From an optimization exercise on the open Yosys and OpenROAD flow, aimed at small area, a short achievable clock period and few clock cycles per item; shortcuts taken in it are not production practice. Where RTL was checked, it was by simulation tests only, not by an equivalence proof against the original. Function not checked in runs 2 to 6: the RTL went through the layout flow alone.

==> flow/design.v <==
`timescale 1ns / 1ps
module cordic(
    input clk,
    input rst,                 
    input start,               
    input signed [7:0] xin,  
    input signed [7:0] yin,  
    input signed [7:0] angle,  
    output reg signed [7:0] sine,  
    output reg done            
);
    parameter IDLE = 0;
    parameter STAGE_0 = 1;
    parameter STAGE_1 = 2;
    parameter STAGE_2 = 3;
    parameter STAGE_3 = 4;
    parameter STAGE_4 = 5;
    parameter STAGE_5 = 6;
    parameter STAGE_6 = 7;
    parameter STAGE_7 = 8;
    reg [3:0] state;   
    reg signed [7:0] x_stage[0:7];
    reg signed [7:0] y_stage[0:7];
    reg signed [7:0] z_stage[0:7];
    wire [7:0] atan_table [0:7];
    assign atan_table[0] = 8'b00110010;  
    assign atan_table[1] = 8'b00011101;  
    assign atan_table[2] = 8'b00001111; 
    assign atan_table[3] = 8'b00001000; 
    assign atan_table[4] = 8'b00000100; 
    assign atan_table[5] = 8'b00000010; 
    assign atan_table[6] = 8'b00000001; 
    assign atan_table[7] = 8'b00000000;
    always @(posedge clk) begin
    state <= 4'b0000;
    done <= 1'b0;
    if (rst) begin
        state <= IDLE;
    end else begin
        case (state)
            IDLE: begin
                x_stage[0] <= xin;
                y_stage[0] <= yin;
                z_stage[0] <= angle;
                state <= start ? STAGE_0 : IDLE;
            end
            STAGE_0: begin
                x_stage[1] <= (z_stage[0][7] ? x_stage[0] + (y_stage[0] >>> 0) : x_stage[0] - (y_stage[0] >>> 0));
                y_stage[1] <= (z_stage[0][7] ? y_stage[0] - (x_stage[0] >>> 0) : y_stage[0] + (x_stage[0] >>> 0));
                z_stage[1] <= (z_stage[0][7] ? z_stage[0] + atan_table[0] : z_stage[0] - atan_table[0]);
                state <= STAGE_1;
            end
            STAGE_1: begin
                x_stage[2] <= (z_stage[1][7] ? x_stage[1] + (y_stage[1] >>> 1) : x_stage[1] - (y_stage[1] >>> 1));
                y_stage[2] <= (z_stage[1][7] ? y_stage[1] - (x_stage[1] >>> 1) : y_stage[1] + (x_stage[1] >>> 1));
                z_stage[2] <= (z_stage[1][7] ? z_stage[1] + atan_table[1] : z_stage[1] - atan_table[1]);
                state <= STAGE_2;
            end
            STAGE_2: begin
                x_stage[3] <= (z_stage[2][7] ? x_stage[2] + (y_stage[2] >>> 2) : x_stage[2] - (y_stage[2] >>> 2));
                y_stage[3] <= (z_stage[2][7] ? y_stage[2] - (x_stage[2] >>> 2) : y_stage[2] + (x_stage[2] >>> 2));
                z_stage[3] <= (z_stage[2][7] ? z_stage[2] + atan_table[2] : z_stage[2] - atan_table[2]);
                state <= STAGE_3;
            end
             STAGE_3: begin
                x_stage[4] <= z_stage[3][7] ? x_stage[3] + (y_stage[3] >>> 3) : x_stage[3] - (y_stage[3] >>> 3);
                y_stage[4] <= z_stage[3][7] ? y_stage[3] - (x_stage[3] >>> 3) : y_stage[3] + (x_stage[3] >>> 3);
                z_stage[4] <= z_stage[3][7] ? z_stage[3] + atan_table[3] : z_stage[3] - atan_table[3];
                state <= STAGE_4;
            end
            STAGE_4: begin
                x_stage[5] <= z_stage[4][7] ? x_stage[4] + (y_stage[4] >>> 4) : x_stage[4] - (y_stage[4] >>> 4);
                y_stage[5] <= z_stage[4][7] ? y_stage[4] - (x_stage[4] >>> 4) : y_stage[4] + (x_stage[4] >>> 4);
                z_stage[5] <= z_stage[4][7] ? z_stage[4] + atan_table[4] : z_stage[4] - atan_table[4];
                state <= STAGE_5;
            end
            STAGE_5: begin
                x_stage[6] <= z_stage[5][7] ? x_stage[5] + (y_stage[5] >>> 5) : x_stage[5] - (y_stage[5] >>> 5);
                y_stage[6] <= z_stage[5][7] ? y_stage[5] - (x_stage[5] >>> 5) : y_stage[5] + (x_stage[5] >>> 5);
                z_stage[6] <= z_stage[5][7] ? z_stage[5] + atan_table[5] : z_stage[5] - atan_table[5];
                state <= STAGE_6;
            end
            STAGE_6: begin
                x_stage[7] <= z_stage[6][7] ? x_stage[6] + (y_stage[6] >>> 6) : x_stage[6] - (y_stage[6] >>> 6);
                y_stage[7] <= z_stage[6][7] ? y_stage[6] - (x_stage[6] >>> 6) : y_stage[6] + (x_stage[6] >>> 6);
                z_stage[7] <= z_stage[6][7] ? z_stage[6] + atan_table[6] : z_stage[6] - atan_table[6];
                state <= STAGE_7;
            end
            STAGE_7: begin
               sine <= (z_stage[7][7] ? y_stage[7] - (x_stage[7] >>> 7) : y_stage[7] + (x_stage[7] >>> 7));
                done <= 1'b1;
                state <= IDLE;   
            end
        endcase
    end
    end
endmodule
==> flow/run.sh <==
#!/bin/bash
# synth_recipe.tcl (not shown) runs the flow's synth.tcl, then flattens the netlist and writes it again
# the make line also repeats each setting of config.mk as NAME=value (left out here)
make -C /OpenROAD-flow-scripts/flow DESIGN_CONFIG=/design/flow/config.mk WORK_HOME=/design/flow/orfs CLKGATE_MAP_FILE= SYNTH_SCRIPT=/design/flow/synth_recipe.tcl finish
==> flow/config.mk <==
export PLATFORM = sky130hd
export DESIGN_NAME = cordic
export DESIGN_NICKNAME = cordic
export VERILOG_FILES = /design/flow/design.v
export SDC_FILE = /design/flow/constraint.sdc
export NUM_CORES = 4
export LEC_CHECK = 0
export CAP_MARGIN = 20
export CORE_MARGIN = 2
export CORE_UTILIZATION = 40
export SLEW_MARGIN = 20
==> flow/constraint.sdc <==
create_clock -name core_clock -period 4.0 [get_ports {clk}]
set_input_delay 0.8000 -clock core_clock [delete_from_list [all_inputs] [get_ports {clk}]]
set_output_delay 0.8000 -clock core_clock [all_outputs]
set_load 0.01 [all_outputs]
==> results of run 1 <==
==> state kept, by name (all words and copies together) (netlist names) <==
signal / count
done: 1
sine: 8
state: 4
x_stage: 57
y_stage: 63
z_stage: 57
==> worst register-to-register path, cell delays in order, from the launching register on <==
cell and delay, ns:
edfxtp_1 0.82, mux2_2 0.45, ha_1 0.27, a21oi_1 0.12, nor2b_1 0.08, o21a_1 0.19, o21a_1 0.18, o41a_1 0.32
xnor2_1 0.13
==> synth_stat cells, types with 4 or more instances <==
library cell,count,area [sq um]
inv_1,113,424
buf_2,4,20.0
xor2_1,36,315
nand2_1,18,67.6
nor3_1,38,190
clkbuf_1,10,37.5
o41a_1,4,45.0
mux2_2,10,113
o21ai_0,40,200
a21oi_1,88,440
dfxtp_1,5,100
mux2i_1,18,180
a21o_1,22,165
o21a_1,12,90.1
o21bai_1,21,158
o41ai_1,11,96.3
edfxtp_1,185,5560
xnor2_1,104,911
nor2_1,97,364
a31oi_1,4,25.0
fa_1,21,420
nor2b_1,28,175
or3_1,4,25.0
ha_1,164,2050
nand2b_1,9,56.3
==> through the flow <==
| step | util | hold slack [ns] |
|---|---|---|
| 6_report | 0.448 | 0.422 |
| 5_1_grt | 0.448 | 0.433 |
| 4_1_cts | 0.448 | 0.424 |
| 3_5_place_dp | 0.429 | 0.405 |
| 3_3_place_gp | 0.429 | 0.403 |
| 2_1_floorplan | - | 0.400 |
==> logic make-up (layout without fill, tap and decap cells) <==
family | Yosys count | count (layout)
buf+inv | 132 | 188
fa+ha+maj | 185 | 185
compound gates | 227 | 227
flops | 190 | 190
mux | 28 | 28
xor+xnor | 141 | 141
simple gates | 207 | 207
==> worst paths after layout <==
kind / start / endpoint / slack [ns] / cells after the start
worst max-delay path: z_stage[2][7] / x_stage[3][7] / 1.20 / 8
worst min-delay path: z_stage[3][2] / z_stage[4][2] / 0.42 / 0
worst max register to register: z_stage[2][7] / x_stage[3][7] / 1.20 / 8
worst min register to register: z_stage[3][2] / z_stage[4][2] / 0.42 / 0
==> area by class of cell <==
class	instances	area (sq um)
clock buffer	17	425
fill	2863	17300
clock inverter	15	166
inverter	114	428
tap	402	503
timing repair buffer	42	403
sequential	190	5660
multi-input combinational	788	6460
==> per-layer routing <==
layer,vias to the layer above,track usage
met1,3664,0.147
met3,26,0.0231
met5,-,0
li1,4030,-
met2,73,0.258
met4,0,0.0446
==> metrics.yaml, run 1 <==
outcome: "finished clean"
ys.flop_type: "edfxtp_1"
cts_buffers: 17
cts.sinks: 190
drt-initial-drc-count: 285
syn_nets: 1322
post-route-period-util: 0.700
dp_slack_ns: 1.22
rsz0062_at_grt: "no"
synth_edf_count: 185
synth_cells: 1110
layout.nets: 1365
async_flop_share: 0
setup_violations: 0
worstMarginPinSlew_ns: 0.887
cpMostUsedCell: "o21a_1"
drive_gt1_frac: 0.0566
dr_wl_met3_um: 378
slew_viol_final: 0
grt_max_degree: 29
clk_pin_slew_ns: 0.07
ys_ff_latch: 190
drt-pass1-iter-count: 5
place.detailed.hpwl_mm: 17.0
die_area_sq_um: 33000
dp_cells: 1536
synth_top_family_by_area: "adder cells"
critPathMaxStageDelay_ns: 0.82
syn_area_per_cell_sq_um: 11.4
cts-resized-gates: 0
synth_area_sq_um: 12600
start_util: 0.403
drt-total-wl_mm: 21.3
clk_latency_ns: 0.43
dpl_cell_area_sq_um: 13400
crit_family: "flip-flops"
portBuffers: 35
yosys.area_share.simple: 0.0765
synthAdderAreaFrac: 0.196
rows: 65
final.setup.tns_ns: 0
setup.worst_path.class: "flop to flop"
routed_via_density: 4.97
layout_commonest_cell: "edfxtp_1"
end_kind: "flop"
cts_root_buf: "clkbuf_16"
grt-ovfl-total: 0
die_h_um: 182
crit_chain: "mux2_2, ha_1, a21oi_1, nor2b_1, o21a_1, o21a_1, o41a_1, xnor2_1"
hold_violations: 0
die_x_um: 182
wl_met1_mm: 9.16
layout_min_cycle_time_ns: 2.80
maxCapViolations: 0
cp-start-kind: "flop"
grt_pass1_vias: 7855
crit_required_ns: 4.19
synthXorXnorAreaFrac: 0.0990
synth_compound_area_frac: 0.115
layout_common_cells: "edfxtp_1 (185), ha_1 (164), inv_1 (113)"
crit_fanout: 20
relSlewSlack: 0.408
slowest_stage: "edfxtp_1"
cp_num_buf_inv: 0
top_layer: "met4"
cts_buffer_depth: 2
ys_warn_count: 4
synthToLayoutAreaGrowth_pct: 11.3
dr_wl_met2_mm: 11.3
core_area_sq_um: 31300
dr_total_vias: 7793
final_cells: 1568
htreeDepth: 4
grt_pass1_wl_mm: 35.8
drtAntennaViolNets: 0
timing.final.ws_setup_ns: 1.20
synth_seq_area_share: 0.449
synthMuxAreaShare: 0.0232
antennaDiodeCount: 0
cts_post_setup_buffers_inserted: 0
min_path_type: "flop to flop"
fin_area_sq_um: 14000
grt.total_usage: 0.134
ctsHoldBuffers: 0
netlist-cell-type-count: 56
critPathArrivalTime_ns: 2.99
fmax_mhz: 357
wl_per_cell_um: 13.6
skew_ns: 0.0106
cts_tree: "yes"
antenna_found_initial: 0
pin_count: 36
drc: 0
place.gp.congestion: 0.806
Testbench counts, summed over its fixed seeds: cycles 36,000, items 4,000.
==> run 2: changes to the inputs <==
==> flow/design.v (replaced) <==
`timescale 1ns / 1ps
module cordic(
    input clk,
    input rst,                 
    input start,               
    input signed [7:0] xin,
    input signed [7:0] yin,
    input signed [7:0] angle,
    output reg signed [7:0] sine,
    output reg done
);
    parameter CUT = 4;   
    function [23:0] rot;
        input [7:0] xi, yi, zi;
        input integer i;
        reg signed [7:0] x, y, z, xs, ys;
        reg [7:0] at;
        begin
            x = xi; y = yi; z = zi;
            case (i)
                0: at = 8'd50;
                1: at = 8'd29;
                2: at = 8'd15;
                3: at = 8'd8;
                4: at = 8'd4;
                5: at = 8'd2;
                default: at = 8'd1;
            endcase
            xs = x >>> i;
            ys = y >>> i;
            if (z[7]) rot = {x + ys, y - xs, z + at};
            else      rot = {x - ys, y + xs, z - at};
        end
    endfunction
    reg [23:0] s [0:7];
    integer k;
    always @(*) begin
        s[0] = {xin, yin, angle};
        for (k = 0; k < CUT; k = k + 1) s[k+1] = rot(s[k][23:16], s[k][15:8], s[k][7:0], k);
    end
    reg [23:0] mid;
    reg [23:0] t [0:7];
    reg signed [7:0] xf, yf;
    always @(posedge clk) begin
        mid <= s[CUT];
        done <= start & ~rst;
    end
    always @(*) begin
        t[CUT] = mid;
        for (k = CUT; k < 7; k = k + 1) t[k+1] = rot(t[k][23:16], t[k][15:8], t[k][7:0], k);
        xf = t[7][23:16];
        yf = t[7][15:8];
        sine = t[7][7] ? yf - (xf >>> 7) : yf + (xf >>> 7);
    end
endmodule
==> run 2 against run 1 <==
The layout now fails its checks (negative setup slack). Cell area is 4.7% lower. Utilization up 26 points. Cell count grew 7.4%. Fmax fell by 68%. Sequential share of layout area decreased by 36 points. First-iteration DRC count fell by 5.6%. Flip-flop and latch count fell by 165. Critical path type is now flop to output pin.
==> metrics.yaml, run 2 <==
relSlewSlack: 0.703
cts_root_buf: "clkbuf_16"
synth_top_family_by_area: "adder cells"
slew_viol_final: 0
drt-initial-drc-count: 269
outcome: "failed layout checks"
dr_wl_met3_um: 456
synthXorXnorAreaFrac: 0.160
synth_area_sq_um: 7760
dr_total_vias: 8339
slowest_stage: "a2111o_1"
cpMostUsedCell: "xnor2_1"
final_cells: 1684
end_kind: "output pin"
cp-start-kind: "flop"
crit_fanout: 5
antennaDiodeCount: 0
rsz0062_at_grt: "yes"
worstMarginPinSlew_ns: 0.442
cts_buffer_depth: 2
drtAntennaViolNets: 0
maxCapViolations: 0
async_flop_share: 0
routed_via_density: 4.95
synth_common_cells: "ha_1 (166), inv_1 (132), a21oi_1 (96), xnor2_1 (86), nor2_1 (66)"
largest_register_ffs: 24
synth_seq_area_share: 0.0645
dr_wl_met2_mm: 12.7
core_area_sq_um: 18900
die_area_sq_um: 20500
regMostFlops: "mid"
critPathArrivalTime_ns: 7.84
synth_area_leaders: "ha_1 (27%), xnor2_1 (9.7%), dfxtp_1 (6.5%), inv_1 (6.4%), a21oi_1 (6.2%)"
setup.worst_path.class: "flop to output pin"
yosys.area_share.simple: 0.124
drive_gt1_frac: 0.512
min_path_type: "input port to flop"
drt-pass1-iter-count: 5
portBuffers: 35
ys.flop_type: "dfxtp_1"
htreeDepth: 1
synthMuxAreaShare: 0.0203
whs_ns: 1.07
synth_compound_area_frac: 0.236
grt.total_usage: 0.215
pin_count: 36
die_h_um: 143
synth_cells: 981
crit_required_ns: 3.20
place.detailed.hpwl_mm: 17.5
top_regs: "mid: 24 flops, done: 1 flops"
layout.nets: 1638
cts_buffers: 3
layout_min_cycle_time_ns: 8.64
dpl_cell_area_sq_um: 11500
clk_pin_slew_ns: 0.06
syn_nets: 1194
wl_per_cell_um: 13.7
cts_tree: "yes"
synth_top_area_share: 0.268
grt-ovfl-total: 0
grt_pass1_vias: 8287
setup_violations: 29
critPathMaxStageDelay_ns: 0.39
hold_violations: 0
ys_ff_latch: 25
rows: 50
holdPathStages: 2
fmax_mhz: 116
layout_common_cells: "buf_4 (377), ha_1 (118), inv_1 (99)"
ys_warn_count: 3
timing.final.ws_setup_ns: -4.64
post-route-period-util: 2.16
synth_most_common_cell: "ha_1"
cts.sinks: 25
hold_path_end: "done"
yosysTopAreaCell: "ha_1"
ctsHoldBuffers: 0
synthAdderAreaFrac: 0.319
grt_max_degree: 18
die_x_um: 143
synthToLayoutAreaGrowth_pct: 72.5
syn_area_per_cell_sq_um: 7.91
grt_pass1_wl_mm: 36.6
dp_cells: 1608
drc: 0
place.gp.congestion: 0.870
start_util: 0.411
min-delay-start: "rst"
synth_edf_count: 0
top_layer: "met4"
wl_met1_mm: 9.61
layout_commonest_cell: "buf_4"
so_faults: "negative setup slack"
antenna_found_initial: 0
drt-total-wl_mm: 23.1
netlist-cell-type-count: 73
fin_area_sq_um: 13400
-- run 2: cell types whose count changed after synthesis, moves of 9 or more --
cell	change
dfxtp_1	+20
nand2b_1	+13
o41ai_1	-11
a211oi_1	+9
inv_1	+19
nor2_1	-31
xnor2_1	-18
mux2i_1	-9
a21o_1	+12
nor2b_1	-9
nand2_1	+15
nor3_1	-28
edfxtp_1	-185
o21ai_0	+14
-- run 2: worst max-delay path by stage --
stage,start,to,slack [ns],cells past startpoint
CTS,mid[12],sine[7],-4.63,42
floorplan,mid[13],sine[7],-4.14,42
detailed placement,mid[13],sine[7],-5.02,45
finish,mid[13],sine[7],-4.64,45
global route,mid[13],sine[7],-5.25,45
global placement,mid[13],sine[7],-4.86,45
-- run 2: routing by layer --
metal / track usage / up-vias
met3: 0.00771 / 25
met2: 0.429 / 110
met4: 0.0325 / 0
li1: - / 4285
met1: 0.259 / 3919
met5: 0 / -
-- run 2: critical path: cells and delay by family (launching register included) --
| kind | cells | cell delay [ns] |
|---|---|---|
| adder cells (fa/ha/maj) | 7 | 1.64 |
| buffers and inverters | 6 | 0.47 |
| flip-flops | 1 | 0.36 |
| AO/OA/AOI/OAI | 17 | 2.57 |
| AND/OR/NAND/NOR | 5 | 0.64 |
| XOR/XNOR | 8 | 1.41 |
| multiplexers | 2 | 0.48 |
-- run 2: stage by stage --
| stage | worst slack (ns) | util | TNS (ns) |
|---|---|---|---|
| 3_5_place_dp | -5.02 | 0.608 | -89.54 |
| 6_report | -4.64 | 0.708 | -69.20 |
| 3_3_place_gp | -4.86 | 0.608 | -87.10 |
| 2_1_floorplan | -4.14 | - | -58.68 |
| 4_1_cts | -4.63 | 0.673 | -69.29 |
| 5_1_grt | -5.25 | 0.708 | -78.61 |
-- run 2: cells by family after synthesis --
kind of cell,after synthesis
compound gates,282
xor+xnor,132
fa+ha+maj,186
buf+inv,149
flops,25
mux,15
simple gates,192
-- run 2: area by class of cell --
cell class	count	area, sq um
tap	260	325
clock inverter	1	7.51
timing repair buffer	450	3630
clock buffer	3	75.1
sequential	25	508
inverter	138	569
multi-input combinational	807	8270
fill	1406	5510
-- run 2: repair_timing --
action | in CTS | in global routing
buffers inserted | 75 | 35
resized for setup | 199 | 166
endpoints found under the setup margin | 31 | 30
gates cloned | 1 | 0
endpoints found under the hold margin | 0 | 0
pin swaps | 136 | 157
==> run 3: changes to the inputs <==
==> flow/design.v (replaced) <==
`timescale 1ns / 1ps
module cordic(
    input clk,
    input rst,                 
    input start,               
    input signed [7:0] xin,
    input signed [7:0] yin,
    input signed [7:0] angle,
    output reg signed [7:0] sine,
    output reg done
);
    reg signed [7:0] x, y, z;
    reg [2:0] cnt;
    reg busy;
    reg [7:0] at;
    always @(*) begin
        case (cnt)
            3'd0: at = 8'd50;
            3'd1: at = 8'd29;
            3'd2: at = 8'd15;
            3'd3: at = 8'd8;
            3'd4: at = 8'd4;
            3'd5: at = 8'd2;
            default: at = 8'd1;
        endcase
    end
    wire signed [7:0] xs = x >>> cnt;
    wire signed [7:0] ys = y >>> cnt;
    wire neg = z[7];
    always @(posedge clk) begin
        done <= 1'b0;
        if (rst) begin
            busy <= 1'b0;
        end else if (start) begin
            x <= xin;
            y <= yin;
            z <= angle;
            cnt <= 3'd0;
            busy <= 1'b1;
        end else if (busy) begin
            x <= neg ? x + ys : x - ys;
            y <= neg ? y - xs : y + xs;
            z <= neg ? z + at : z - at;
            cnt <= cnt + 3'd1;
            if (cnt == 3'd6) begin
                busy <= 1'b0;
                done <= 1'b1;
            end
        end
    end
    always @(*) sine = z[7] ? y - (x >>> 7) : y + (x >>> 7);
endmodule
==> run 3 against run 2 <==
Now clean on timing, DRC and antenna. Routed wire length fell by 66%. Die area shrank 55%. Count of clock-buffer cells in the layout grew 5. Global-route usage shrank 3.6 points. Worst setup slack better by 4.9 ns. Largest cell class unchanged.
==> metrics.yaml, run 3 <==
regArea_sq_um: 851
end_kind: "output pin"
antennaDiodeCount: 0
rows: 33
synthMuxAreaShare: 0.0989
die_x_um: 96.4
ys_warn_count: 1
synth_top_family_by_area: "compound AO/OA/AOI/OAI gates"
layout_commonest_cell: "ha_1"
async_flop_share: 0
cp-start-kind: "flop"
layout_common_cells: "ha_1 (37), o21ai_0 (36), clkdlybuf4s50_1 (35)"
top_regs: "x: 8 flops, y: 8 flops, z: 8 flops"
synth_common_cells: "o21ai_0 (38), ha_1 (37), nand2_1 (31), a21oi_1 (29), nor2_1 (29)"
drc: 0
slew_viol_final: 0
syn_nets: 456
synth_compound_area_frac: 0.200
post-route-period-util: 0.934
drtAntennaViolNets: 0
skew_ns: 0.00754
crit_fanout: 8
synth_edf_count: 27
cts_root_buf: "clkbuf_8"
relSlewSlack: 0.683
synthToLayoutAreaGrowth_pct: 18.8
grt-ovfl-total: 0
synth_top_area_share: 0.237
netlist-cell-type-count: 53
synth_area_sq_um: 3410
whs_ns: 0.478
dpl_cell_area_sq_um: 3940
fmax_mhz: 268
crit_required_ns: 3.20
clk_pin_slew_ns: 0.06
wl_per_cell_um: 14.7
grt.total_usage: 0.179
die_area_sq_um: 9290
yosys.area_share.simple: 0.147
maxCapViolations: 0
cts_tree: "yes"
drt-total-wl_mm: 7.87
pin_count: 36
outcome: "finished clean"
cts_buffer_depth: 2
core_area_sq_um: 8260
clk_latency_ns: 0.28
synth_cells: 388
ys_ff_latch: 29
nFillCells: 810
grt_max_degree: 47
dr_total_vias: 2905
fin_area_sq_um: 4060
critPathArrivalTime_ns: 2.94
yosysTopAreaCell: "edfxtp_1"
die_h_um: 96.4
cts.sinks: 29
syn_area_per_cell_sq_um: 8.80
portBuffers: 35
place.detailed.hpwl_mm: 5.83
cts_buffers: 5
place.gp.congestion: 0.839
drive_gt1_frac: 0.117
setup.worst_path.class: "flop to output pin"
min_path_type: "flop to flop"
hold_violations: 0
ys.flop_type: "edfxtp_1"
synth_area_leaders: "edfxtp_1 (24%), ha_1 (14%), o21ai_0 (5.6%), xnor2_1 (5.1%), a21oi_1 (4.3%)"
grt_pass1_wl_mm: 13.0
drt-initial-drc-count: 121
fin_util: 0.491
synth_seq_area_share: 0.249
synth_most_common_cell: "o21ai_0"
rrSetupSlack_ns: 0.29
synthXorXnorAreaFrac: 0.0938
synthAdderAreaFrac: 0.159
worstMarginPinSlew_ns: 0.476
drt-pass1-iter-count: 4
antenna_found_initial: 0
layout.nets: 496
multi_input_area_sq_um: 2400
grt_pass1_vias: 2782
layout_min_cycle_time_ns: 3.74
start_util: 0.413
routed_via_density: 5.44
htreeDepth: 2
setup_violations: 0
## run 3: cell types whose count changed after synthesis, moves of 12 or more
cell and delta:
nand2b_1 -16, o21ai_0 -16, nor2_1 -37, fa_1 -16, inv_1 -111, xor2_1 -24, dfxtp_1 -23, xnor2_1 -66
edfxtp_1 +27, nor2b_1 -12, a21o_1 -26, ha_1 -129, o21bai_1 -20, a21oi_1 -67
## run 3: worst max-delay path: stages (launching register included)
cell	delay [ns]
edfxtp_1	0.45
nand2_1	0.29
ha_1	0.29
nor2b_1	0.12
o21ai_0	0.15
nand2b_1	0.10
a21o_1	0.18
a21oi_1	0.21
o21ai_0	0.14
xnor2_1	0.17
clkdlybuf4s50_1	0.55
## run 3: path summary, 6_finish.rpt
kind	start	end	cells after the start
setup / recovery	x[7]	sine[7]	10
hold / removal	busy	done	1
setup reg to reg	cnt[1]	x[7]	15
hold reg to reg	busy	done	1
## run 3: kinds of logic after synthesis
group	Yosys count
XOR/XNOR	35
buffers and inverters	44
flip-flops	29
adder cells (fa/ha/maj)	41
multiplexers	23
AND/OR/NAND/NOR	103
AO/OA/AOI/OAI	113
## run 3: area by class of cell
| class | count | area share |
|---|---|---|
| clock buffer | 8 | 0.0197 |
| inverter | 21 | 0.0194 |
| timing repair buffer | 56 | 0.128 |
| sequential | 29 | 0.210 |
| multi-input combinational | 315 | 0.591 |
| tap | 105 | 0.0324 |
## run 3: timing repair
action	4_1_cts	5_1_grt
hold buffers	0	0
endpoints found under the setup margin	1	5
endpoints found under the hold margin	0	0
setup buffers	1	3
resized for setup	0	4
## run 3: metrics by stage
| stage | instances | setup slack, ns | TNS (ns) |
|---|---|---|---|
| 2_1_floorplan | 388 | 0.0465 | 0 |
| 3_3_place_gp | 522 | 0.123 | 0 |
| 3_5_place_dp | 522 | 0.0641 | 0 |
| 4_1_cts | 531 | 0.0468 | 0 |
| 5_1_grt | 534 | -0.0349 | -0.0349 |
| 6_report | 534 | 0.262 | 0 |
## run 3: per-layer routing
metal | vias up | track usage | routed length [um]
li1 | 1473 | - | -
met1 | 1373 | 0.235 | 3670
met2 | 47 | 0.311 | 3830
met3 | 12 | 0.0194 | 202
met4 | 0 | 0.0552 | 157
met5 | - | 0 | 0
==> run 4: changes to the inputs <==
==> flow/design.v (replaced) <==
`timescale 1ns / 1ps
module cordic(
    input clk,
    input rst,                 
    input start,               
    input signed [7:0] xin,
    input signed [7:0] yin,
    input signed [7:0] angle,
    output reg signed [7:0] sine,
    output reg done
);
    reg signed [7:0] x, y, z;
    reg [2:0] cnt;             
    reg [7:0] at;
    always @(*) begin
        case (cnt)
            3'd0: at = 8'd50;
            3'd1: at = 8'd29;
            3'd2: at = 8'd15;
            3'd3: at = 8'd8;
            3'd4: at = 8'd4;
            3'd5: at = 8'd2;
            default: at = 8'd1;
        endcase
    end
    wire signed [7:0] xa = start ? xin : x;
    wire signed [7:0] ya = start ? yin : y;
    wire signed [7:0] za = start ? angle : z;
    wire signed [7:0] xs = start ? xin : (x >>> cnt);
    wire signed [7:0] ys = start ? yin : (y >>> cnt);
    wire neg = za[7];
    always @(posedge clk) begin
        x <= neg ? xa + ys : xa - ys;
        y <= neg ? ya - xs : ya + xs;
        z <= neg ? za + at : za - at;
        done <= 1'b0;
        if (rst) begin
            cnt <= 3'd0;
        end else if (start) begin
            cnt <= 3'd1;
        end else if (cnt != 3'd0) begin
            cnt <= (cnt == 3'd6) ? 3'd0 : cnt + 3'd1;
            done <= (cnt == 3'd6);
        end
    end
    always @(*) sine = z[7] ? y - (x >>> 7) : y + (x >>> 7);
endmodule
--- a/flow/config.mk
+++ b/flow/config.mk
@@ -9,3 +9,4 @@
 export CORE_MARGIN = 2
 export CORE_UTILIZATION = 40
+export SETUP_SLACK_MARGIN = 1.0
 export SLEW_MARGIN = 20
==> run 4 against run 3 <==
Still clean on timing, DRC and antenna. Area after synthesis is 7.5% lower. Register-to-register slack better by 0.52 ns. Worst setup slack better by 0.55 ns. Worst hold slack better by 0.11 ns. Critical path depth is 4 higher. Count of clock-buffer cells in the layout is 5 lower. Via count is 5.5% higher.
==> metrics.yaml, run 4 <==
dpl_cell_area_sq_um: 3660
whs_ns: 0.593
syn_nets: 438
cts_tree: "yes"
synthToLayoutAreaGrowth_pct: 37.4
synth_most_common_cell: "ha_1"
ys_ff_latch: 28
relSlewSlack: 0.667
yosysTopAreaCell: "dfxtp_1"
cts_root_buf: "clkbuf_8"
grt.total_usage: 0.205
nFillCells: 694
layout_common_cells: "buf_4 (58), xnor2_1 (30), clkdlybuf4s50_1 (30)"
layout_commonest_cell: "buf_4"
pin_count: 36
crit_chain: "mux2_4, mux4_2, mux2i_4, ha_4, nand2_1, o21ai_2, ha_1, a21o_1, a21oi_2, nor2b_1, nor2_1, nor2_2, o41ai_2, xnor2_1"
drt-pass1-iter-count: 5
setup_violations: 0
end_kind: "flop"
synth_seq_area_share: 0.178
fin_area_sq_um: 4340
multi_input_area_sq_um: 2600
ctsHoldBuffers: 0
min_path_type: "flop to flop"
drtAntennaViolNets: 0
ys_warn_count: 1
synth_common_cells: "ha_1 (32), xnor2_1 (31), a21oi_1 (29), dfxtp_1 (28), inv_1 (28)"
start_util: 0.411
grt_pass1_vias: 2931
antennaDiodeCount: 0
top_regs: "x: 8 flops, y: 8 flops, z: 8 flops"
synth_cells: 375
setup.worst_path.class: "flop to flop"
rows: 32
worstMarginPinSlew_ns: 0.494
hold_violations: 0
skew_ns: 0.00279
wl_per_cell_um: 16.0
drive_gt1_frac: 0.314
rsz0062_at_grt: "yes"
synth_top_area_share: 0.178
cp-start-kind: "flop"
die_h_um: 92.8
core_area_sq_um: 7690
place.gp.congestion: 0.869
place.detailed.hpwl_mm: 6.24
ys.flop_type: "dfxtp_1"
critPathArrivalTime_ns: 3.42
layout.nets: 526
final.setup.tns_ns: 0
syn_area_per_cell_sq_um: 8.42
slowest_stage: "mux4_2"
antenna_found_initial: 0
portBuffers: 35
fmax_mhz: 313
cts.sinks: 28
layout_min_cycle_time_ns: 3.19
cts_buffer_depth: 2
grt_pass1_wl_mm: 14.1
critPathMaxStageDelay_ns: 0.52
drt-total-wl_mm: 9.05
post-route-period-util: 0.798
grt_max_degree: 24
grt-ovfl-total: 0
drc: 0
outcome: "finished clean"
die_area_sq_um: 8620
fin_util: 0.564
crit_fanout: 7
dr_total_vias: 3065
synth_edf_count: 0
drt-initial-drc-count: 187
maxCapViolations: 0
regArea_sq_um: 577
crit_required_ns: 4.23
routed_via_density: 5.43
cts_buffers: 3
htreeDepth: 1
clk_pin_slew_ns: 0.12
async_flop_share: 0
die_x_um: 92.8
slew_viol_final: 0
clk_latency_ns: 0.29
synth_area_leaders: "dfxtp_1 (18%), ha_1 (13%), xnor2_1 (8.6%), mux2i_1 (5.4%), mux2_2 (5.4%)"
synth_area_sq_um: 3160
netlist-cell-type-count: 64
[run 4: cell count changes after synthesis, moves of 5 or more]
| cell | previous run | this run |
|---|---|---|
| o21ai_0 | 38 | 26 |
| mux4_2 | 6 | 1 |
| dfxtp_1 | 2 | 28 |
| mux2_2 | 9 | 15 |
| nand2_1 | 31 | 24 |
| xor2_1 | 14 | 9 |
| inv_1 | 21 | 28 |
| a211oi_1 | 5 | 0 |
| xnor2_1 | 20 | 31 |
| mux2i_1 | 6 | 17 |
| clkbuf_1 | 12 | 3 |
| edfxtp_1 | 27 | 0 |
| ha_1 | 37 | 32 |
[run 4: layout make-up]
type / count / share of cell area
Multi-Input combinational cell: 303 / 0.599
Timing Repair Buffer: 98 / 0.196
Sequential cell: 28 / 0.133
Tap cell: 102 / 0.0294
Inverter: 29 / 0.0268
Clock buffer: 3 / 0.00952
Clock inverter: 1 / 0.00692
[run 4: per-layer routing]
layer | wire length, um | track usage | up-vias | share of wire
li1 | - | - | 1496 | -
met1 | 3980 | 0.275 | 1437 | 0.44
met4 | 245 | 0.0699 | 0 | 0.027
met2 | 4290 | 0.335 | 107 | 0.47
met3 | 534 | 0.0317 | 25 | 0.059
met5 | 0 | 0 | - | 0
[run 4: final timing paths]
| path | startpoint | end | slack [ns] | cells after the start |
|---|---|---|---|---|
| worst max-delay path | cnt[0] | x[7] | 0.81 | 14 |
| worst min-delay path | z[0] | z[0] | 0.59 | 2 |
| worst max register to register | cnt[0] | x[7] | 0.81 | 14 |
| worst min register to register | z[0] | z[0] | 0.59 | 2 |
[run 4: cells by family (layout without fill, tap and decap cells)]
family,count (synthesis),after routing,share of synthesized area
AOI/OAI and AO/OA,101,101,0.209
adders and majority gates,36,36,0.152
muxes,38,38,0.138
xor gates and xnor gates,41,41,0.116
and+or+nand+nor,87,87,0.140
buffers and inverters,44,131,0.0674
DFF,28,28,0.178
[run 4: repair_timing]
| action | 4_1_cts | 5_1_grt |
|---|---|---|
| setup endpoints to repair | 22 | 14 |
| pin swaps | 11 | 24 |
| setup buffers | 27 | 23 |
| gates resized for setup | 35 | 34 |
| gates cloned | 0 | 0 |
[run 4: metrics by stage]
step | setup slack, ns | cells
after detailed placement | 0.412 | 510
after global placement | 0.428 | 510
after CTS | 0.827 | 541
after global routing | 0.594 | 564
after floorplan | 0.996 | 375
final | 0.808 | 564
[run 4: critical path: cells and delay by family, from the launching register on]
family                   cells  cell delay, ns
multiplexers                 3            1.07
AO/OA/AOI/OAI                4            0.62
adder cells (fa/ha/maj)      2            0.51
flip-flops                   1            0.42
AND/OR/NAND/NOR              4            0.37
XOR/XNOR                     1            0.15
==> run 5: changes to the inputs <==
--- a/flow/config.mk
+++ b/flow/config.mk
@@ -9,4 +9,3 @@
 export CORE_MARGIN = 2
 export CORE_UTILIZATION = 40
-export SETUP_SLACK_MARGIN = 1.0
 export SLEW_MARGIN = 20
==> run 5 against run 4 <==
Worst setup slack got worse by 0.51 ns. Fmax decreased by 14%. Cell area decreased by 14%. Non-clock buffer count decreased by 48. Count of clock-buffer cells in the layout unchanged. Clock skew increased by 0.00074 ns. Register-to-register slack got worse by 0.51 ns. Critical path type unchanged.
==> metrics.yaml, run 5 <==
cts_buffers: 3
cts_tree: "yes"
post-route-period-util: 0.926
cts.sinks: 28
final.setup.tns_ns: 0
setup_violations: 0
die_area_sq_um: 8620
synth_area_sq_um: 3160
htreeDepth: 1
skew_ns: 0.00353
drtAntennaViolNets: 0
drc: 0
ys.flop_type: "dfxtp_1"
worstMarginPinSlew_ns: 0.510
synth_area_leaders: "dfxtp_1 (18%), ha_1 (13%), xnor2_1 (8.6%), mux2i_1 (5.4%), mux2_2 (5.4%)"
antenna_found_initial: 0
crit_fanout: 25
wl_met1_mm: 3.66
cts_post_setup_buffers_inserted: 0
ctsHoldBuffers: 0
end_kind: "flop"
place.gp.congestion: 0.858
synth_top_area_share: 0.178
dr_wl_met2_mm: 3.58
cts_buffer_depth: 2
final_cells: 516
min_path_type: "flop to flop"
grt.total_usage: 0.187
clk_latency_ns: 0.29
die_h_um: 92.8
hold_violations: 0
synth_common_cells: "ha_1 (32), xnor2_1 (31), a21oi_1 (29), dfxtp_1 (28), inv_1 (28)"
dp_cells: 512
pin_count: 36
cts_root_buf: "clkbuf_8"
synth_cells: 375
synth_edf_count: 0
crit_chain: "buf_4, inv_1, a2111oi_0, buf_4, o41ai_4, inv_1, ha_1, o21a_1, inv_1, ha_1, nor2b_1, o21ai_0, nand2b_1, a21o_1, a21oi_1, o21ai_0, xnor2_1"
fmax_mhz: 270
async_flop_share: 0
regArea_sq_um: 561
grt-ovfl-total: 0
rows: 32
antennaDiodeCount: 0
top_regs: "x: 8 flops, y: 8 flops, z: 8 flops"
syn_nets: 438
cpMostUsedCell: "inv_1"
layout_common_cells: "clkdlybuf4s50_1 (34), ha_1 (32), xnor2_1 (31)"
layout_min_cycle_time_ns: 3.70
setup.worst_path.class: "flop to flop"
min-delay-start: "z[0]"
dr_wl_met3_um: 340
syn_area_per_cell_sq_um: 8.42
ys_ff_latch: 28
synth_most_common_cell: "ha_1"
timing.rr.start: "cnt[0]"
crit_start: "cnt[0]"
grt_pass1_vias: 2549
layout_commonest_cell: "clkdlybuf4s50_1"
ys_warn_count: 1
start_util: 0.411
portBuffers: 35
wl_per_cell_um: 15.0
layout.nets: 478
critPathMaxStageDelay_ns: 0.48
drt-initial-drc-count: 166
top_layer: "met4"
core_area_sq_um: 7690
drive_gt1_frac: 0.130
slew_viol_final: 0
critPathArrivalTime_ns: 3.89
grt_pass1_wl_mm: 12.8
dr_total_vias: 2736
drt-total-wl_mm: 7.73
synth_seq_area_share: 0.178
relSlewSlack: 0.657
die_x_um: 92.8
cp-start-kind: "flop"
maxCapViolations: 0
place.detailed.hpwl_mm: 6.21
slowest_stage: "dfxtp_1"
nFillCells: 758
outcome: "finished clean"
rsz0062_at_grt: "no"
netlist-cell-type-count: 64
yosysTopAreaCell: "dfxtp_1"
grt_max_degree: 43
crit_required_ns: 4.19
drt-pass1-iter-count: 4
synthToLayoutAreaGrowth_pct: 18.4
routed_via_density: 5.30
multi_input_area_sq_um: 2400
clk_pin_slew_ns: 0.11
-- run 5: metal layers --
metal | global-route usage | vias to the layer above
met5 | 0 | -
met2 | 0.296 | 46
met3 | 0.0195 | 11
li1 | - | 1397
met1 | 0.266 | 1282
met4 | 0.0588 | 0
-- run 5: worst max-delay path, delay by kind of cell (launching register included) --
family          cells  cell delay, ns
xor+xnor            1            0.14
simple gates        2            0.23
compound gates      7            1.41
fa+ha+maj           2            0.43
buf+inv             5            0.91
flops               1            0.48
-- run 5: kinds of logic (layout without fill, tap and decap cells) --
family / after synthesis / after routing / share of synthesized area
multiplexers: 38 / 38 / 0.138
AND/OR/NAND/NOR: 87 / 87 / 0.140
buffers and inverters: 44 / 83 / 0.0674
flip-flops: 28 / 28 / 0.178
AO/OA/AOI/OAI: 101 / 101 / 0.209
XOR/XNOR: 41 / 41 / 0.116
adder cells (fa/ha/maj): 36 / 36 / 0.152
-- run 5: cell type report --
cell class / count / share of cell area
Multi-Input combinational cell: 303 / 0.642
Sequential cell: 28 / 0.150
Timing Repair Buffer: 50 / 0.126
Tap cell: 102 / 0.0342
Inverter: 29 / 0.0291
Clock buffer: 3 / 0.0111
Clock inverter: 1 / 0.00804
-- run 5: final timing paths --
kind	slack [ns]	end	cells past startpoint
hold reg to reg	0.58	z[0]	2
setup / recovery	0.30	y[7]	17
hold / removal	0.58	z[0]	2
setup reg to reg	0.30	y[7]	17
-- run 5: timing repair --
action                     in CTS  in global routing
hold endpoints to repair        0                  0
resized for setup               0                  2
setup endpoints to repair       0                  2
-- run 5: metrics by stage --
step           hold slack [ns]  utilization  worst slack (ns)  area [sq um]
2_1_floorplan            0.542            -             0.599          3160
3_3_place_gp             0.549        0.475             0.362          3650
3_5_place_dp             0.560        0.475             0.338          3650
4_1_cts                  0.589        0.484             0.190          3720
5_1_grt                  0.626        0.486            0.0305          3740
6_report                 0.582        0.486             0.297          3740
==> run 6: changes to the inputs <==
==> flow/design.v (replaced) <==
`timescale 1ns / 1ps
module cordic(
    input clk,
    input rst,                 
    input start,               
    input signed [7:0] xin,
    input signed [7:0] yin,
    input signed [7:0] angle,
    output reg signed [7:0] sine,
    output reg done
);
    reg signed [7:0] x, y, z;
    reg [6:0] ph;
    wire idle = ph[0];
    reg [7:0] xs, ys, at;
    integer j, k;
    always @(*) begin
        for (j = 0; j < 8; j = j + 1) begin
            xs[j] = idle & xin[j];
            ys[j] = idle & yin[j];
            for (k = 1; k < 7; k = k + 1) begin
                xs[j] = xs[j] | (ph[k] & x[(j + k > 7) ? 7 : j + k]);
                ys[j] = ys[j] | (ph[k] & y[(j + k > 7) ? 7 : j + k]);
            end
        end
        at = ({8{idle}} & 8'd50) | ({8{ph[1]}} & 8'd29) | ({8{ph[2]}} & 8'd15)
           | ({8{ph[3]}} & 8'd8) | ({8{ph[4]}} & 8'd4) | ({8{ph[5]}} & 8'd2)
           | ({8{ph[6]}} & 8'd1);
    end
    wire signed [7:0] xa = idle ? xin : x;
    wire signed [7:0] ya = idle ? yin : y;
    wire signed [7:0] za = idle ? angle : z;
    wire neg = za[7];
    always @(posedge clk) begin
        x <= neg ? xa + ys : xa - ys;
        y <= neg ? ya - xs : ya + xs;
        z <= neg ? za + at : za - at;
        done <= ph[6] & ~rst;
        if (rst)
            ph <= 7'b0000001;
        else if (idle)
            ph <= start ? 7'b0000010 : 7'b0000001;
        else
            ph <= {ph[5:0], ph[6]};
    end
    always @(*) sine = z[7] ? y - (x >>> 7) : y + (x >>> 7);
endmodule
==> run 6 against run 5 <==
Die area down 5.5%. Sequential share of layout area increased by 3.3 points. Fmax up 2.3%. Non-clock buffer count is 9 lower. Utilization fell by 0.11 points. Via count is 5.3% lower. Area after synthesis down 5.7%. Flip-flop and latch count up 4. Synthesized cell count is 6.1% lower.
==> metrics.yaml, run 6 <==
setup.worst_path.class: "flop to output pin"
timing.rr.end: "x[7]"
rsz0062_at_grt: "no"
layout_min_cycle_time_ns: 3.62
routed_via_density: 5.40
maxCapViolations: 0
final_cells: 480
crit_required_ns: 3.20
core_area_sq_um: 7210
cts_tree: "yes"
critPathMaxStageDelay_ns: 0.54
layout_common_cells: "clkdlybuf4s50_1 (35), dfxtp_1 (31), ha_1 (30)"
layout.nets: 441
dp_cells: 472
skew_ns: 0.0100
min_path_type: "flop to flop"
ys_warn_count: 1
post-route-period-util: 0.905
relSlewSlack: 0.494
drtAntennaViolNets: 0
synth_area_sq_um: 2980
grt.total_usage: 0.181
slowest_stage: "clkdlybuf4s50_1"
min-delay-start: "ph[6]"
synthToLayoutAreaGrowth_pct: 17.6
clk_pin_slew_ns: 0.08
die_area_sq_um: 8140
worstMarginPinSlew_ns: 0.759
rrSetupSlack_ns: 0.79
yosys.area_share.simple: 0.173
cts_root_buf: "clkbuf_8"
antenna_found_initial: 0
drc: 0
portBuffers: 35
end_kind: "output pin"
yosysTopAreaCell: "dfxtp_1"
synth_top_area_share: 0.215
cts_post_setup_buffers_inserted: 0
synth_cells: 352
rows: 31
synthXorXnorAreaFrac: 0.118
cts.sinks: 32
timing.rr.start: "ph[4]"
setup_violations: 0
die_x_um: 90.2
clk_latency_ns: 0.30
crit_chain: "nand2_1, ha_1, nor2b_1, o21ai_0, a21boi_0, o21ai_0, nor2b_1, xnor2_1, clkdlybuf4s50_1"
r2r_cells: 12
grt_max_degree: 23
grt-ovfl-total: 0
critPathArrivalTime_ns: 2.82
wl_per_cell_um: 14.3
hold_violations: 0
async_flop_share: 0
final.setup.tns_ns: 0
ctsHoldBuffers: 0
cts_buffer_depth: 2
holdPathStages: 1
cp-start-kind: "flop"
drt-pass1-iter-count: 8
cts-resized-gates: 0
crit_fanout: 8
start_util: 0.412
place.detailed.hpwl_mm: 5.19
htreeDepth: 2
drive_gt1_frac: 0.0971
place.gp.congestion: 0.836
die_h_um: 90.2
drt-initial-drc-count: 215
synth_top_family_by_area: "compound AO/OA/AOI/OAI gates"
synth_most_common_cell: "dfxtp_1"
dr_total_vias: 2592
synthAdderAreaFrac: 0.153
slew_viol_final: 0
cts_buffers: 5
ys_ff_latch: 32
synthMuxAreaShare: 0.0631
netlist-cell-type-count: 52
antennaDiodeCount: 0
syn_area_per_cell_sq_um: 8.45
synth_compound_area_frac: 0.211
synth_seq_area_share: 0.215
top_regs: "x: 8 flops, y: 8 flops, z: 8 flops"
synth_common_cells: "dfxtp_1 (32), ha_1 (30), xnor2_1 (29), nor2_1 (28), inv_1 (23)"
synth_area_leaders: "dfxtp_1 (22%), ha_1 (13%), xnor2_1 (8.5%), mux2_2 (5.3%), nor2_1 (3.5%)"
grt_pass1_wl_mm: 12.0
ys.flop_type: "dfxtp_1"
pin_count: 36
syn_nets: 413
hold_path_end: "done"
outcome: "finished clean"
drt-total-wl_mm: 6.85
fmax_mhz: 276
layout_commonest_cell: "clkdlybuf4s50_1"
grt_pass1_vias: 2553
synth_edf_count: 0
==> run 6: metrics by stage <==
step                worst slack [ns]   util  hold slack (ns)  cell area [sq um]
finish                         0.381  0.485            0.498               3500
global route                  0.0888  0.485            0.513               3500
CTS                            0.333  0.485            0.503               3500
detailed placement             0.293  0.469            0.489               3380
global placement               0.303  0.469            0.491               3380
floorplan                       1.03      -            0.542               2980
==> run 6: per-layer routing <==
metal	part of all wire	global-route usage	vias up
met4	0.0098	0.0436	0
met3	0.067	0.0461	7
met1	0.44	0.227	1177
met2	0.48	0.309	91
met5	0	0	-
li1	-	-	1317
==> run 6: logic make-up after synthesis <==
family,count (synthesis)
mux,17
fa+ha+maj,34
buf+inv,43
simple gates,98
flops,32
xor+xnor,40
compound gates,88
==> run 6: worst max-delay path: cells and delay by family (launching register included) <==
| family | cells | cell delay, ns |
|---|---|---|
| AO/OA/AOI/OAI | 3 | 0.58 |
| AND/OR/NAND/NOR | 3 | 0.55 |
| adder cells (fa/ha/maj) | 1 | 0.35 |
| buffers and inverters | 1 | 0.54 |
| flip-flops | 1 | 0.39 |
| XOR/XNOR | 1 | 0.12 |
==> run 6: cell type report <==
type                    instances  area [sq um]
multi-input cells             277          2140
repair buffers                 41           395
flip-flops and latches         32           642
well taps                      99           124
fillers                       734          3720
inverters                      23          86.3
clock buffers                   5          68.8
clock inverters                 3          46.3
==> run 6: worst max-delay path by stage <==
stage	startpoint	to	depth (start not counted)
global route	z[7]	sine[5]	9
floorplan	yin[1]	x[7]	12
CTS	z[7]	sine[5]	9
finish	z[7]	sine[5]	9
detailed placement	yin[0]	x[7]	14
global placement	yin[0]	x[7]	14
==> run 7: changes to the inputs <==
--- a/flow/design.v
+++ b/flow/design.v
@@ -32,8 +32,17 @@
     wire signed [7:0] za = idle ? angle : z;
     wire neg = za[7];
+    function [7:0] addsub;
+        input [7:0] a, b;
+        input n;
+        reg [8:0] t;
+        begin
+            t = {a, 1'b1} + {b ^ {8{n}}, n};
+            addsub = t[8:1];
+        end
+    endfunction
     always @(posedge clk) begin
-        x <= neg ? xa + ys : xa - ys;
-        y <= neg ? ya - xs : ya + xs;
-        z <= neg ? za + at : za - at;
+        x <= addsub(xa, ys, ~neg);
+        y <= addsub(ya, xs, neg);
+        z <= addsub(za, at, ~neg);
         done <= ph[6] & ~rst;
         if (rst)
==> run 7 against run 6 <==
Cell count is 2.7% lower. Utilization is 0.59 points higher. Still clean on timing, DRC and antenna. Highest routed layer unchanged.
==> metrics.yaml, run 7 <==
core_area_sq_um: 6830
netlist-cell-type-count: 48
start_util: 0.416
final.setup.tns_ns: 0
synth_area_leaders: "dfxtp_1 (23%), xnor2_1 (14%), ha_1 (12%), mux2_2 (6.3%), o21ai_0 (4.6%)"
layout_common_cells: "xnor2_1 (44), clkdlybuf4s50_1 (35), dfxtp_1 (32)"
synth_cells: 342
wl_per_cell_um: 14.8
routed_via_density: 5.31
grt_pass1_wl_mm: 11.6
cts_tree: "yes"
crit_required_ns: 3.20
ys_ff_latch: 32
drtAntennaViolNets: 0
min_path_type: "flop to flop"
layout_commonest_cell: "xnor2_1"
maxCapViolations: 0
synth_area_sq_um: 2840
drive_gt1_frac: 0.0997
yosysTopAreaCell: "dfxtp_1"
cts.sinks: 32
grt-ovfl-total: 0
critPathMaxStageDelay_ns: 0.54
synth_top_area_share: 0.226
place.gp.congestion: 0.812
post-route-period-util: 0.904
grt_max_degree: 47
htreeDepth: 2
cts_buffers: 5
syn_nets: 398
place.detailed.hpwl_mm: 5.10
outcome: "finished clean"
rows: 30
cp-start-kind: "flop"
syn_area_per_cell_sq_um: 8.30
cts_buffer_depth: 2
drt-initial-drc-count: 166
layout.nets: 426
drt-total-wl_mm: 6.91
rrSetupSlack_ns: 1.14
rsz0062_at_grt: "no"
antenna_found_initial: 0
die_x_um: 88.2
slowest_stage: "clkdlybuf4s50_1"
crit_fanout: 8
slew_viol_final: 0
setup_violations: 0
synthToLayoutAreaGrowth_pct: 18.1
ys_warn_count: 1
synth_most_common_cell: "xnor2_1"
cts_root_buf: "clkbuf_8"
relSlewSlack: 0.452
antennaDiodeCount: 0
grt.total_usage: 0.189
critPathArrivalTime_ns: 2.82
async_flop_share: 0
drc: 0
pin_count: 36
grt_pass1_vias: 2375
clk_latency_ns: 0.30
die_h_um: 88.2
synth_common_cells: "xnor2_1 (44), dfxtp_1 (32), nand2_1 (31), ha_1 (28), o21ai_0 (26)"
layout_min_cycle_time_ns: 3.62
end_kind: "output pin"
ys.flop_type: "dfxtp_1"
hold_violations: 0
dr_total_vias: 2479
top_regs: "x: 8 flops, y: 8 flops, z: 8 flops"
cts-resized-gates: 0
portBuffers: 35
die_area_sq_um: 7790
synth_seq_area_share: 0.226
worstMarginPinSlew_ns: 0.821
cts_post_setup_buffers_inserted: 0
setup.worst_path.class: "flop to output pin"
fmax_mhz: 276
skew_ns: 0.0102
ctsHoldBuffers: 0
drt-pass1-iter-count: 6
clk_pin_slew_ns: 0.08
crit_chain: "nand2_1, ha_1, nor2b_1, o21ai_0, a21boi_0, o21ai_0, nor2b_1, xnor2_1, clkdlybuf4s50_1"
synth_edf_count: 0
run 7: cell types whose count changed in the layout (fill, tap and decap cells not counted), sizes merged, moves of 4 or more:
cell	delta
o21ai	+9
nor2b	-4
nand2	+9
inv	-4
xnor2	+15
nor2	-12
run 7: critical path, delay by kind of cell, from the launching register on:
kind	cells	cell delay, ns
fa+ha+maj	1	0.34
compound gates	3	0.61
xor+xnor	1	0.12
buf+inv	1	0.54
simple gates	3	0.54
flops	1	0.35
run 7: logic make-up after synthesis:
| group | share of synthesized area |
|---|---|
| xor+xnor | 0.160 |
| buf+inv | 0.0542 |
| flops | 0.226 |
| mux | 0.0688 |
| fa+ha+maj | 0.130 |
| simple gates | 0.143 |
| compound gates | 0.218 |
run 7: cell type report:
class / instances / area, sq um
Clock buffer: 5 / 68.8
Sequential cell: 32 / 641
Inverter: 20 / 75.1
Tap cell: 96 / 120
Clock inverter: 3 / 23.8
Timing Repair Buffer: 39 / 380
Fill cell: 678 / 3480
Multi-Input combinational cell: 272 / 2040
run 7: stage by stage:
step	hold WS, ns	cell area [sq um]	utilization	setup slack [ns]	std cells
floorplan	0.594	2840	-	1.18	342
global placement	0.645	3260	0.477	0.570	459
detailed placement	0.653	3260	0.477	0.520	459
CTS	0.663	3350	0.491	0.352	467
global route	0.690	3350	0.491	0.126	467
finish	0.661	3350	0.491	0.383	467
run 7: layer usage:
layer | part of all wire | track usage
met1 | 0.51 | 0.271
met2 | 0.43 | 0.295
met3 | 0.051 | 0.0336
met4 | 0.0088 | 0.0482
met5 | 0 | 0
run 7: final timing paths:
path	startpoint	endpoint	cells past startpoint
setup / recovery	z[7]	sine[5]	9
hold / removal	z[6]	z[7]	3
setup reg to reg	ph[3]	x[7]	9
hold reg to reg	z[6]	z[7]	3
Testbench counts of run 7, summed over its fixed seeds: cycles 28,000, items 4,000.
==> run 8: changes to the inputs <==
--- a/flow/config.mk
+++ b/flow/config.mk
@@ -9,3 +9,4 @@
 export CORE_MARGIN = 2
 export CORE_UTILIZATION = 40
+export SETUP_SLACK_MARGIN = 0.8
 export SLEW_MARGIN = 20
==> run 8 against run 7 <==
Still clean. Utilization grew 0.31 points. Clock skew decreased by 0.00061 ns. Global-route usage about the same. Count of clock-buffer cells in the layout did not move. Critical endpoint unchanged. Largest cell class unchanged.
==> metrics.yaml, run 8 <==
outcome: "finished clean"
synth_seq_area_share: 0.226
syn_nets: 398
crit_chain: "nand2_4, ha_1, nor2b_1, o21ai_1, a21boi_1, o21ai_1, nor2b_2, xnor2_1, clkdlybuf4s50_1"
critPathMaxStageDelay_ns: 0.54
timing.rr.end: "x[7]"
drt-total-wl_mm: 6.96
min_path_type: "flop to flop"
synth_top_family_by_area: "compound AO/OA/AOI/OAI gates"
final.setup.tns_ns: 0
layout.nets: 426
portBuffers: 35
wl_per_cell_um: 14.9
start_util: 0.416
synth_edf_count: 0
drt-pass1-iter-count: 5
synthToLayoutAreaGrowth_pct: 18.9
cp-endpoint: "sine[5]"
ys_warn_count: 1
fmax_mhz: 305
slowest_stage: "clkdlybuf4s50_1"
layout_min_cycle_time_ns: 3.28
end_kind: "output pin"
dr_total_vias: 2501
layout_common_cells: "xnor2_1 (44), clkdlybuf4s50_1 (32), dfxtp_1 (31)"
crit_fanout: 8
yosys.area_share.simple: 0.143
setup_violations: 0
crit_start: "z[7]"
clk_pin_slew_ns: 0.08
layout_commonest_cell: "xnor2_1"
hold_violations: 0
post-route-period-util: 0.821
skew_ns: 0.00961
htreeDepth: 2
nFillCells: 680
cts_buffers: 5
async_flop_share: 0
cpMostUsedCell: "o21ai_1"
synthXorXnorAreaFrac: 0.160
synth_common_cells: "xnor2_1 (44), dfxtp_1 (32), nand2_1 (31), ha_1 (28), o21ai_0 (26)"
synth_area_sq_um: 2840
drc: 0
drtAntennaViolNets: 0
die_x_um: 88.2
drive_gt1_frac: 0.116
cts_tree: "yes"
grt_pass1_wl_mm: 11.6
setup.worst_path.class: "flop to output pin"
slew_viol_final: 0
r2r_cells: 9
die_area_sq_um: 7790
cp-start-kind: "flop"
rows: 30
synthAdderAreaFrac: 0.130
rrSetupSlack_ns: 1.15
grt_pass1_vias: 2371
pin_count: 36
worstMarginPinSlew_ns: 0.825
die_h_um: 88.2
cts_buffer_depth: 2
antennaDiodeCount: 0
core_area_sq_um: 6830
rsz0062_at_grt: "yes"
ys.flop_type: "dfxtp_1"
maxCapViolations: 0
cts_post_setup_buffers_inserted: 0
antenna_found_initial: 0
critPathArrivalTime_ns: 2.48
cts.sinks: 32
ys_ff_latch: 32
synth_top_area_share: 0.226
synth_area_leaders: "dfxtp_1 (23%), xnor2_1 (14%), ha_1 (12%), mux2_2 (6.3%), o21ai_0 (4.6%)"
routed_via_density: 5.36
yosysTopAreaCell: "dfxtp_1"
timing.rr.start: "ph[3]"
syn_area_per_cell_sq_um: 8.30
place.detailed.hpwl_mm: 5.10
whs_ns: 0.661
drt-initial-drc-count: 205
synthMuxAreaShare: 0.0688
place.gp.congestion: 0.812
relSlewSlack: 0.449
synth_compound_area_frac: 0.218
clk_latency_ns: 0.30
crit_required_ns: 3.20
synth_most_common_cell: "xnor2_1"
netlist-cell-type-count: 48
cts_root_buf: "clkbuf_8"
grt_max_degree: 47
grt.total_usage: 0.189
synth_cells: 342
grt-ovfl-total: 0
top_regs: "x: 8 flops, y: 8 flops, z: 8 flops"
==> run 8: cell counts after synthesis <==
Identical to the previous run, type by type.
==> run 8: worst max-delay path, delay by kind of cell (launching register included) <==
kind | cells | cell delay [ns]
AO/OA/AOI/OAI | 3 | 0.45
XOR/XNOR | 1 | 0.11
adder cells (fa/ha/maj) | 1 | 0.28
buffers and inverters | 1 | 0.54
flip-flops | 1 | 0.38
AND/OR/NAND/NOR | 3 | 0.42
==> run 8: area by class of cell <==
class	count	area, sq um	area share
multi-input cells	272	2060	0.611
flip-flops and latches	32	642	0.190
repair buffers	39	380	0.113
well taps	96	120	0.0356
inverters	20	77.6	0.0230
clock buffers	5	68.8	0.0204
clock inverters	3	23.8	0.00704
==> run 8: metrics by stage <==
| stage | util | setup WS, ns | cell area, sq um | std cells |
|---|---|---|---|---|
| 2_1_floorplan | - | 1.18 | 2840 | 342 |
| 3_3_place_gp | 0.477 | 0.570 | 3260 | 459 |
| 3_5_place_dp | 0.477 | 0.520 | 3260 | 459 |
| 4_1_cts | 0.492 | 0.676 | 3360 | 467 |
| 5_1_grt | 0.494 | 0.547 | 3370 | 467 |
| 6_report | 0.494 | 0.717 | 3370 | 467 |
==> run 8: timing repair <==
action	CTS	global route
endpoints found under the setup margin	4	7
resized for setup	9	8
hold buffers	0	0
==> run 8: how the worst min path moves through the flow <==
stage,from,depth (start not counted),end,slack (ns)
after CTS,z[6],3,z[7],0.66
after detailed placement,z[6],3,z[7],0.65
final,z[6],3,z[7],0.66
after global placement,z[6],3,z[7],0.64
after floorplan,ph[3],2,ph[4],0.59
after global routing,ph[5],1,ph[6],0.69
==> run 8: cell families after synthesis <==
| group | Yosys count |
|---|---|
| adders and majority gates | 29 |
| AOI/OAI and AO/OA | 91 |
| and+or+nand+nor | 83 |
| muxes | 17 |
| xor gates and xnor gates | 52 |
| DFF | 32 |
| buffers and inverters | 38 |
==> run 8: per-layer routing <==
layer  track usage  vias to the layer above  routed length [um]
met5             0                        -                   0
met4        0.0482                        0                  63
met3        0.0336                        6                 414
met2         0.295                       69                2990
met1         0.271                     1151                3490
li1              -                     1275                   -
==> run 9: changes to the inputs <==
--- a/flow/config.mk
+++ b/flow/config.mk
@@ -9,4 +9,4 @@
 export CORE_MARGIN = 2
 export CORE_UTILIZATION = 40
-export SETUP_SLACK_MARGIN = 0.8
+export SETUP_SLACK_MARGIN = 0.4
 export SLEW_MARGIN = 20
==> run 9 against run 8 <==
Still clean on timing, DRC and antenna. Worst setup slack lost 0.13 ns. Clock skew is essentially flat. Worst hold slack lost 0.0016 ns. Non-clock buffer count is the same. Cell area shrank 0.56%. Critical path type unchanged.
==> metrics.yaml, run 9 <==
top_regs: "x: 8 flops, y: 8 flops, z: 8 flops"
cts.sinks: 32
slew_viol_final: 0
cts_tree: "yes"
antenna_found_initial: 0
layout_common_cells: "xnor2_1 (44), clkdlybuf4s50_1 (35), dfxtp_1 (32)"
synth_area_leaders: "dfxtp_1 (23%), xnor2_1 (14%), ha_1 (12%), mux2_2 (6.3%), o21ai_0 (4.6%)"
drtAntennaViolNets: 0
rsz0062_at_grt: "no"
synth_most_common_cell: "xnor2_1"
async_flop_share: 0
worstMarginPinSlew_ns: 0.804
syn_nets: 398
ys.flop_type: "dfxtp_1"
yosysTopAreaCell: "dfxtp_1"
setup_violations: 0
synth_edf_count: 0
timing.rr.start: "ph[3]"
wl_per_cell_um: 14.8
die_h_um: 88.2
layout_min_cycle_time_ns: 3.41
dr_total_vias: 2487
drt-initial-drc-count: 179
post-route-period-util: 0.853
clk_latency_ns: 0.30
drc: 0
timing.rr.end: "x[7]"
portBuffers: 35
hold_violations: 0
routed_via_density: 5.33
whs_ns: 0.660
synth_cells: 342
die_x_um: 88.2
r2r_cells: 9
cts_root_buf: "clkbuf_8"
multi_input_area_sq_um: 2050
ys_warn_count: 1
synth_area_sq_um: 2840
antennaDiodeCount: 0
die_area_sq_um: 7790
crit_required_ns: 3.20
drt-pass1-iter-count: 7
grt.total_usage: 0.189
synthToLayoutAreaGrowth_pct: 18.2
synth_common_cells: "xnor2_1 (44), dfxtp_1 (32), nand2_1 (31), ha_1 (28), o21ai_0 (26)"
cts_post_setup_buffers_inserted: 0
skew_ns: 0.00946
hold_path_end: "z[7]"
place.detailed.hpwl_mm: 5.10
place.gp.congestion: 0.812
rrSetupSlack_ns: 1.15
cp-start-kind: "flop"
final.setup.tns_ns: 0
rows: 30
cts-resized-gates: 1
start_util: 0.416
grt_max_degree: 47
ctsHoldBuffers: 0
nFillCells: 681
grt_pass1_vias: 2368
clk_pin_slew_ns: 0.08
ys_ff_latch: 32
holdPathStages: 3
drive_gt1_frac: 0.102
htreeDepth: 2
fmax_mhz: 293
cts_buffer_depth: 2
grt_pass1_wl_mm: 11.6
maxCapViolations: 0
core_area_sq_um: 6830
syn_area_per_cell_sq_um: 8.30
end_kind: "output pin"
pin_count: 36
cts_buffers: 5
fin_util: 0.491
layout.nets: 426
layout_commonest_cell: "xnor2_1"
min_path_type: "flop to flop"
min-delay-start: "z[6]"
setup.worst_path.class: "flop to output pin"
drt-total-wl_mm: 6.90
outcome: "finished clean"
critPathArrivalTime_ns: 2.61
netlist-cell-type-count: 48
regArea_sq_um: 641
synth_seq_area_share: 0.226
crit_fanout: 8
synth_top_area_share: 0.226
relSlewSlack: 0.463
grt-ovfl-total: 0
[run 9: changes by cell type in the layout (fill, tap and decap cells not counted), sizes merged]
cell	before	now
dlymetal6s2s	1	0
clkdlybuf4s50	32	35
clkbuf	6	5
dlygate4sd2	1	0
[run 9: critical path, cell delays in order, from the launching register on]
cell and delay, ns:
dfxtp_1 0.33, buf_4 0.18, ha_1 0.21, fa_1 0.41, nor2b_1 0.12, o21ai_0 0.08
nand2b_1 0.11, a21o_1 0.13, a21oi_1 0.07, xnor2_1 0.13, clkdlybuf4s50_1 0.54
[run 9: layout make-up]
type,instances,share of cell area
multi-input cells,272,0.610
flip-flops and latches,32,0.191
repair buffers,39,0.113
well taps,96,0.0358
inverters,20,0.0224
clock buffers,5,0.0205
clock inverters,3,0.00708
[run 9: metrics by stage]
stage / setup slack (ns) / cells / cell area [sq um]
after floorplan: 1.18 / 342 / 2840
after global placement: 0.570 / 459 / 3260
after detailed placement: 0.520 / 459 / 3260
after CTS: 0.469 / 467 / 3360
after global routing: 0.404 / 467 / 3360
final: 0.589 / 467 / 3360
[run 9: worst max path at each step]
stage                  start  depth (start not counted)       to
CTS                     z[7]                          9  sine[5]
global placement    angle[7]                         11     y[7]
finish                  x[7]                         10  sine[6]
floorplan               x[7]                          9  sine[7]
detailed placement  angle[7]                         11     y[7]
global route            x[7]                         10  sine[6]
[run 9: logic make-up (layout without fill, tap and decap cells)]
kind of cell,count (synthesis),in the layout,synth area share
XOR/XNOR,52,52,0.160
buffers and inverters,38,67,0.0542
adder cells (fa/ha/maj),29,29,0.130
flip-flops,32,32,0.226
AND/OR/NAND/NOR,83,83,0.143
AO/OA/AOI/OAI,91,91,0.218
multiplexers,17,17,0.0688
[run 9: routing by layer]
metal  global-route usage  wire length, um
met1                0.271             3460
met2                0.295             2920
met4               0.0482               79
met5                    0                0
met3               0.0336              442

[separate check: timing with driven ports]
No port has a modelled driver above. Below, the same layouts with a new extraction and two added sets of constraints.
Step 1 (the two cells are an assumption about what drives the block):
set clk [get_ports {clk}]
set_driving_cell -lib_cell sky130_fd_sc_hd__clkbuf_16 $clk
set_driving_cell -lib_cell sky130_fd_sc_hd__buf_2 [delete_from_list [all_inputs] $clk]
Step 2, shift: input delay + t, output delay - t, t = (earliest + latest rising clock arrival at the registers) / 2. This alone moves slack from input paths to output paths.
a / b / c = no drivers / after step 1 / after step 2; a / b = the first two.
| run | t, ns | slack for setup (ns) | latest minus earliest clock arrival (ns) | worst slew at a driven data input, ns |
|---|---|---|---|---|
| run 1 | 0.474 | 1.198 / 1.198 / 1.198 | 0.011 / 0.011 | 0.03 |
| run 2 | 0.300 | -4.635 / -4.674 / -4.373 | 0.004 / 0.005 | 0.06 |
| run 3 | 0.304 | 0.262 / 0.234 / 0.289 | 0.008 / 0.008 | 0.03 |
| run 4 | 0.322 | 0.808 / 0.808 / 0.535 | 0.003 / 0.003 | 0.03 |
| run 5 | 0.316 | 0.297 / 0.268 / 0.297 | 0.003 / 0.004 | 0.03 |
| run 6 | 0.321 | 0.381 / 0.351 / 0.249 | 0.010 / 0.010 | 0.03 |
| run 7 | 0.324 | 0.383 / 0.353 / 0.514 | 0.010 / 0.010 | 0.04 |
| run 8 | 0.323 | 0.717 / 0.688 / 0.643 | 0.010 / 0.009 | 0.04 |
| run 9 | 0.322 | 0.589 / 0.561 / 0.508 | 0.010 / 0.010 | 0.04 |
For run 4, which loses most, drivers alone change the setup slack by 0.000 ns; drivers and shift together by -0.273 ns.
